What follows belongs to an exercise in optimizing a design on an open flow for small area and a short achievable clock period; a production flow would make more cautious choices.
Where RTL was checked, it was by simulation tests only, not by an equivalence proof against the original.

==> flow/design.v (excerpt) <==
module calc(out, decimal, CLK, RST, CE, plus, sub, multi, equal);
output [14:0] out;
input  [9:0]  decimal;
input  CLK, RST, CE, plus, sub, multi, equal;
reg [14:0] B, R;
reg [2:0]  cnt;
reg [1:0]  ope;    
reg        P;      
reg [14:2] Xr;                      
reg fy1, fy2, fyn;                  
reg [3:0] ff;                       
wire [3:0] d = decimal[9] ? 4'd9 : decimal[8] ? 4'd8 : decimal[7] ? 4'd7 :
               decimal[6] ? 4'd6 : decimal[5] ? 4'd5 : decimal[4] ? 4'd4 :
               decimal[3] ? 4'd3 : decimal[2] ? 4'd2 : decimal[1] ? 4'd1 : 4'd0;
wire digit = (decimal != 10'd0) && (cnt != 3'd7);
wire o_non = (ope == 2'b00), o_add = (ope == 2'b10), o_sub = (ope == 2'b11), o_mul = (ope == 2'b01);
wire o_as  = ope[1];
wire bx4 = (d == 4'd3) | (d == 4'd4) | (d == 4'd5);
wire bx8 = (d >= 4'd6);
wire by1 = (d == 4'd1) | (d == 4'd3) | (d == 4'd5) | (d == 4'd7) | (d == 4'd9);
wire by2 = (d == 4'd2) | (d == 4'd6);
wire byn = (d == 4'd3) | (d == 4'd6) | (d == 4'd7);
  ...
Settings: LEC_CHECK=0, CAP_MARGIN=20, CORE_MARGIN=2, CORE_UTILIZATION=55, CTS_CLUSTER_DIAMETER=200, CTS_CLUSTER_SIZE=30, SETUP_SLACK_MARGIN=3.9, SLEW_MARGIN=20; clock period 7.5 ns.
standard.sh (not shown) runs the stock make flow with config.mk's settings and CLKGATE_MAP_FILE= SYNTH_SCRIPT=/design/flow/synth_recipe.tcl, a recipe that flattens the netlist after the stock synthesis.
==> flow/flow/run.sh <==
#!/bin/bash
# Standard layout, but with plain buf_2 cells as the port buffers.
set -euo pipefail
bash standard.sh "BUFFER_PORTS_ARGS=-buffer_cell sky130_fd_sc_hd__buf_2" finish > orfs_flow.log 2>&1
==> next run, changes <==
CTS_CLUSTER_DIAMETER = unset   (was 200)
CTS_CLUSTER_SIZE = unset   (was 30)
Final cell count does not change; worst hold slack stays the same; first-iteration DRC count does not change; routed wire length stays the same; die area is unchanged.

---

calc again, from the RTL that the note above started with.
Settings: LEC_CHECK=0, CAP_MARGIN=20, CORE_MARGIN=2, CORE_UTILIZATION=55, SETUP_SLACK_MARGIN=3.6, SLEW_MARGIN=20; clock period 7.5 ns.
Scripts as last shown in full above: flow/flow/run.sh
The baseline finished with timing, DRC and antenna clean.
Edit:
==> flow/flow/run.sh (replaced) <==
#!/bin/bash
# Standard layout, but with plain buf_2 cells as the port buffers and
# resizing not limited to the same cell footprint.
set -euo pipefail
bash standard.sh "BUFFER_PORTS_ARGS=-buffer_cell sky130_fd_sc_hd__buf_2" MATCH_CELL_FOOTPRINT=0 finish > orfs_flow.log 2>&1
- SETUP_SLACK_MARGIN: 3.6 -> 3.9
- The changed run completed without violations
- worst hold slack is about the same
- die area stays the same
- clock skew barely changes
- count of clock-buffer cells in the layout is unchanged
Edit:
==> flow/flow/run.sh (replaced) <==
#!/bin/bash
# Standard layout, but with plain buf_2 cells as the port buffers.
set -euo pipefail
bash standard.sh "BUFFER_PORTS_ARGS=-buffer_cell sky130_fd_sc_hd__buf_2" finish > orfs_flow.log 2>&1
- GPL_TIMING_DRIVEN: unset -> 0
Final cell count went up by 2.2%.
Setup slack loses 0.047 ns.
Register-to-register slack loses 0.05 ns.
Synthesized area stays the same.
Clock-buffer cell count went down by 3.
Maximum frequency went down by 1.3%.
Utilization went up by 1.6 points.
Edit:
- GPL_TIMING_DRIVEN: 0 -> unset
- PLACE_DENSITY: unset -> 0.75
Via count hardly moves.
Synthesized area is unchanged.
Synthesized cell count is unchanged.
Design area falls by a few percent.

---

The RTL this note starts from:
==> flow/design.v <==
module calc(out, decimal, CLK, RST, CE, plus, sub, multi, equal);
output [14:0] out;
input  [9:0]  decimal;
input  CLK, RST, CE, plus, sub, multi, equal;
reg [14:0] B, R;
reg [2:0]  cnt;
reg [1:0]  ope;    
reg        P;      
reg [14:2] Xr;                      
reg fy1, fy2, fyn;                  
reg [3:0] ff;                       
wire [3:0] d = decimal[9] ? 4'd9 : decimal[8] ? 4'd8 : decimal[7] ? 4'd7 :
               decimal[6] ? 4'd6 : decimal[5] ? 4'd5 : decimal[4] ? 4'd4 :
               decimal[3] ? 4'd3 : decimal[2] ? 4'd2 : decimal[1] ? 4'd1 : 4'd0;
wire digit = (decimal != 10'd0) && (cnt != 3'd7);
wire o_non = (ope == 2'b00), o_add = (ope == 2'b10), o_sub = (ope == 2'b11), o_mul = (ope == 2'b01);
wire o_as  = ope[1];
wire bx4 = (d == 4'd3) | (d == 4'd4) | (d == 4'd5);
wire bx8 = (d >= 4'd6);
wire by1 = (d == 4'd1) | (d == 4'd3) | (d == 4'd5) | (d == 4'd7) | (d == 4'd9);
wire by2 = (d == 4'd2) | (d == 4'd6);
wire byn = (d == 4'd3) | (d == 4'd6) | (d == 4'd7);
wire [3:0] f = o_mul ? 4'd0 : o_sub ? 4'd9 - d : d;
always @(posedge CLK) begin
    Xr  <= {((o_as | (o_mul & bx8)) ? B[11:0] : 12'd0) ^ {12{o_as}} |
            ((o_mul & bx4) ? B[12:1] : 12'd0),
            (o_mul & bx4 & B[0]) | f[2] | f[3]};
    fy1 <= o_as | (o_mul & by1);
    fy2 <= o_mul & by2;
    fyn <= o_as | (o_mul & byn);
    ff  <= {f[3], 1'b0, f[1] | f[3], f[0]};
end
wire fk  = o_add;                   
wire fci = o_add | (o_mul & fyn);   
wire [14:0] W = {R[11:0], fk, fk, fk};
wire [14:0] V = {R[13:0], fk};
wire [14:0] X = {Xr, ff[1], ff[0]};
wire [14:0] Y = ((fy1 ? B : 15'd0) | (fy2 ? {B[13:0], 1'b0} : 15'd0)) ^ {15{fyn}};
wire [14:0] s1 = W ^ V ^ X;
wire [14:0] c1 = {(W[13:0] & V[13:0]) | (W[13:0] & X[13:0]) | (V[13:0] & X[13:0]), ff[3]};
wire [14:0] s2 = s1 ^ c1 ^ Y;
wire [14:0] c2 = {(s1[13:0] & c1[13:0]) | (s1[13:0] & Y[13:0]) | (c1[13:0] & Y[13:0]), ff[3]};
wire [14:0] p = s2 ^ c2;
wire [15:0] g0 = {s2 & c2, fci};
wire [15:0] p0 = {p, 1'b0};
wire [15:0] g1 = g0 | ({p0[15:1], 1'b0} & {g0[14:0], 1'b0});
wire [15:0] p1 = {p0[15:1] & p0[14:0], p0[0]};
wire [15:0] g2 = g1 | ({p1[15:2], 2'b0} & {g1[13:0], 2'b0});
wire [15:0] p2 = {p1[15:2] & p1[13:0], p1[1:0]};
wire [15:0] g3 = g2 | ({p2[15:4], 4'b0} & {g2[11:0], 4'b0});
wire [15:0] p3 = {p2[15:4] & p2[11:0], p2[3:0]};
wire [15:0] g4 = g3 | ({p3[15:8], 8'b0} & {g3[7:0], 8'b0});
wire [14:0] C = g4[14:0];
wire opk    = plus | sub | multi;
wire useRe  = digit | plus | sub | ~(multi | equal | CE);    
wire useB   = ~useRe & ~multi & ~equal & CE & o_as;           
wire ldB    = ~digit & (opk | (equal & ~o_non));              
wire rS = useRe & P, rR = useRe & ~P;
wire bS = ldB & P,   bR = ldB & ~P;
wire [14:0] Rk = ({15{rR}} & R) | ({15{useB}} & B);
wire [14:0] Bk = ({15{bR}} & R) | ({15{~ldB}} & B);
wire [14:0] R0 = ({15{rS}} &  p) | Rk;
wire [14:0] R1 = ({15{rS}} & ~p) | Rk;
wire [14:0] B0 = ({15{bS}} &  p) | Bk;
wire [14:0] B1 = ({15{bS}} & ~p) | Bk;
wire [14:0] Rnext, Bnext;
genvar k;
generate for (k = 0; k < 15; k = k + 1) begin : nx
    assign Rnext[k] = C[k] ? R1[k] : R0[k];
    assign Bnext[k] = C[k] ? B1[k] : B0[k];
end endgenerate
always @(posedge CLK or negedge RST)
    if (!RST) begin
        B <= 0; R <= 0; cnt <= 0; ope <= 0; P <= 0;
    end else begin
        P <= digit;
        R <= Rnext;
        B <= Bnext;
        if (digit)
            cnt <= cnt + 3'd1;
        else if (opk | equal | CE)
            cnt <= 0;
        if (!digit) begin
            if (opk)
                ope <= plus ? 2'b10 : sub ? 2'b11 : 2'b01;
            else if (equal)
                ope <= 0;
        end
    end
assign out = B;
endmodule
export LEC_CHECK = 0
export CAP_MARGIN = 20
export CORE_MARGIN = 2
export CORE_UTILIZATION = 55
export SETUP_SLACK_MARGIN = 4
export SLEW_MARGIN = 20
create_clock -name core_clock -period 7.5 [get_ports {CLK}]
==> flow/flow/run.sh <==
#!/bin/bash
# Standard layout, but with plain buf_2 cells as the port buffers.
set -euo pipefail
bash standard.sh "BUFFER_PORTS_ARGS=-buffer_cell sky130_fd_sc_hd__buf_2" finish > orfs_flow.log 2>&1
Edit:
SETUP_SLACK_MARGIN = 3.9   (was 4)
Worst hold slack hardly moves.
Synthesized cell count is unchanged.
Die area is unchanged.
Clock-buffer cell count is unchanged.
Critical path depth shrinks by 1.
First-iteration DRC count rose by about 11%.
Setup slack is worse by 0.10 ns.
Flip-flop and latch count is unchanged.
Final area decreases by about 2.7%.
Function was not checked in any run of this note: the RTL went through the layout flow alone.

---

== maple ==
calc with an RTL version that a note above also has.
Size: roughly 32 I/O pins, ~4100 um2 of cells after synthesis.
==> flow/design.v (excerpt) <==
module calc(out, decimal, CLK, RST, CE, plus, sub, multi, equal);
output [14:0] out;
input  [9:0]  decimal;
input  CLK, RST, CE, plus, sub, multi, equal;
reg [14:0] B, R;
reg [2:0]  cnt;
reg [1:0]  ope;    
reg        P;      
reg [14:2] Xr;                      
reg fy1, fy2, fyn;                  
reg [3:0] ff;                       
wire [3:0] d = decimal[9] ? 4'd9 : decimal[8] ? 4'd8 : decimal[7] ? 4'd7 :
               decimal[6] ? 4'd6 : decimal[5] ? 4'd5 : decimal[4] ? 4'd4 :
               decimal[3] ? 4'd3 : decimal[2] ? 4'd2 : decimal[1] ? 4'd1 : 4'd0;
wire digit = (decimal != 10'd0) && (cnt != 3'd7);
wire o_non = (ope == 2'b00), o_add = (ope == 2'b10), o_sub = (ope == 2'b11), o_mul = (ope == 2'b01);
wire o_as  = ope[1];
wire bx4 = (d == 4'd3) | (d == 4'd4) | (d == 4'd5);
wire bx8 = (d >= 4'd6);
wire by1 = (d == 4'd1) | (d == 4'd3) | (d == 4'd5) | (d == 4'd7) | (d == 4'd9);
wire by2 = (d == 4'd2) | (d == 4'd6);
wire byn = (d == 4'd3) | (d == 4'd6) | (d == 4'd7);
wire [3:0] f = o_mul ? 4'd0 : o_sub ? 4'd9 - d : d;
always @(posedge CLK) begin
    Xr  <= {((o_as | (o_mul & bx8)) ? B[11:0] : 12'd0) ^ {12{o_as}} |
            ((o_mul & bx4) ? B[12:1] : 12'd0),
            (o_mul & bx4 & B[0]) | f[2] | f[3]};
    fy1 <= o_as | (o_mul & by1);
    fy2 <= o_mul & by2;
    fyn <= o_as | (o_mul & byn);
    ff  <= {f[3], 1'b0, f[1] | f[3], f[0]};
end
wire fk  = o_add;                   
wire fci = o_add | (o_mul & fyn);   
wire [14:0] W = {R[11:0], fk, fk, fk};
wire [14:0] V = {R[13:0], fk};
  ...
clock: 7.5 ns
lec_check: 0
cap_margin: 20
core_margin: 2
core_utilization: 45
setup_slack_margin: 3.9
slew_margin: 20
Scripts as last shown in full above: flow/flow/run.sh
maple | stages: all done | timing, DRC, antenna: all pass
Input changes introduced in pepper (baseline for comparison: maple):
- changing CORE_UTILIZATION from 45 to 55
- changing SETUP_SLACK_MARGIN from 3.9 to 4
[summary]
- Changes observed in pepper relative to maple: synthesized area about even, total count of hold-check failures in the final report about even, worst setup slack rose 0.083 ns, clock-buffer cell count about even.
- From pepper to maple, final sequential cell count did not move at all.
- pepper ended with more effective utilization at floorplan than maple.
- Non-clock buffer count in the final layout up 2.3% in pepper wrt maple
- maple and pepper ended up with roughly the same average wire per cell in the routed design.
- | cell area after placement | pepper vs maple | ≈ equal |
- Cell count: pepper lower than maple
The inputs of sierra differ from those of pepper as listed below.
- swapping 4 for 4.25 in SETUP_SLACK_MARGIN
### Flow results
- sierra — hold slack 0.0036 ns lower, pepper as reference
- Total nets after synthesis came out exactly the same in sierra and pepper.
- Relative to pepper, the post-CTS repair timing setup buffer count of sierra is higher by 9.
- Wire length of the first global-routing pass delta (sierra − pepper): unfavourable
- Count of placed standard cells in the final layout, fillers left out: higher on sierra
- sierra: no failed stages, no open violations at the end
- sierra against pepper: maximum clock frequency picked up an extra 2.0%, met2 routed wirelength saw an increase.
- Minimum setup slack in the final design: sierra vs pepper up 0.066 ns
> inputs changed (sierra -> onyx)
- SETUP_SLACK_MARGIN: 4.25 -> 3.75
## What came out
Re number of vias after detailed routing: onyx is about 3.5% down on sierra.
On final instance area, the higher figure sits with sierra, not onyx.

[separate check: timing with driven ports]
Ports are ideal in the flow. The routed layouts listed here were re-timed in OpenROAD.
Step 1 assumes that a clkbuf_16 drives the clock port and a buf_2 every other input.
Step 2 times the ports against the registers' clock, not the clock port: input delays grow and output delays shrink by t, the midpoint of the rising clock arrivals with the driver on.
a / b / c = ideal ports / drivers / drivers and shift; a / b = the first two.
run | t (ns) | slack for setup (ns) | worst slew at a driven data input, ns
the first run of note 1 | 0.340 | 4.069 / 4.069 / 3.768 | 0.03
the second run of note 1 | 0.340 | 4.069 / 4.069 / 3.768 | 0.03
the first run of note 2 | 0.345 | 3.857 / 3.857 / 3.670 | 0.03
the second run of note 2 | 0.341 | 4.068 / 4.068 / 3.767 | 0.03
the third run of note 2 | 0.340 | 4.021 / 4.021 / 4.021 | 0.04
the fourth run of note 2 | 0.334 | 4.019 / 4.019 / 3.821 | 0.03
the first run of note 3 | 0.343 | 4.104 / 4.104 / 3.987 | 0.03
the second run of note 3 | 0.341 | 3.999 / 3.999 / 3.955 | 0.03
maple | 0.336 | 4.040 / 4.040 / 3.796 | 0.03
pepper | 0.341 | 4.123 / 4.123 / 3.890 | 0.03
sierra | 0.333 | 4.189 / 4.189 / 4.078 | 0.03
onyx | 0.346 | 4.011 / 4.014 / 3.680 | 0.03
After both steps setup and hold are still met in every run listed. The setup slack of onyx, which loses most, moves by +0.003 ns with the drivers and by -0.331 ns with both steps.
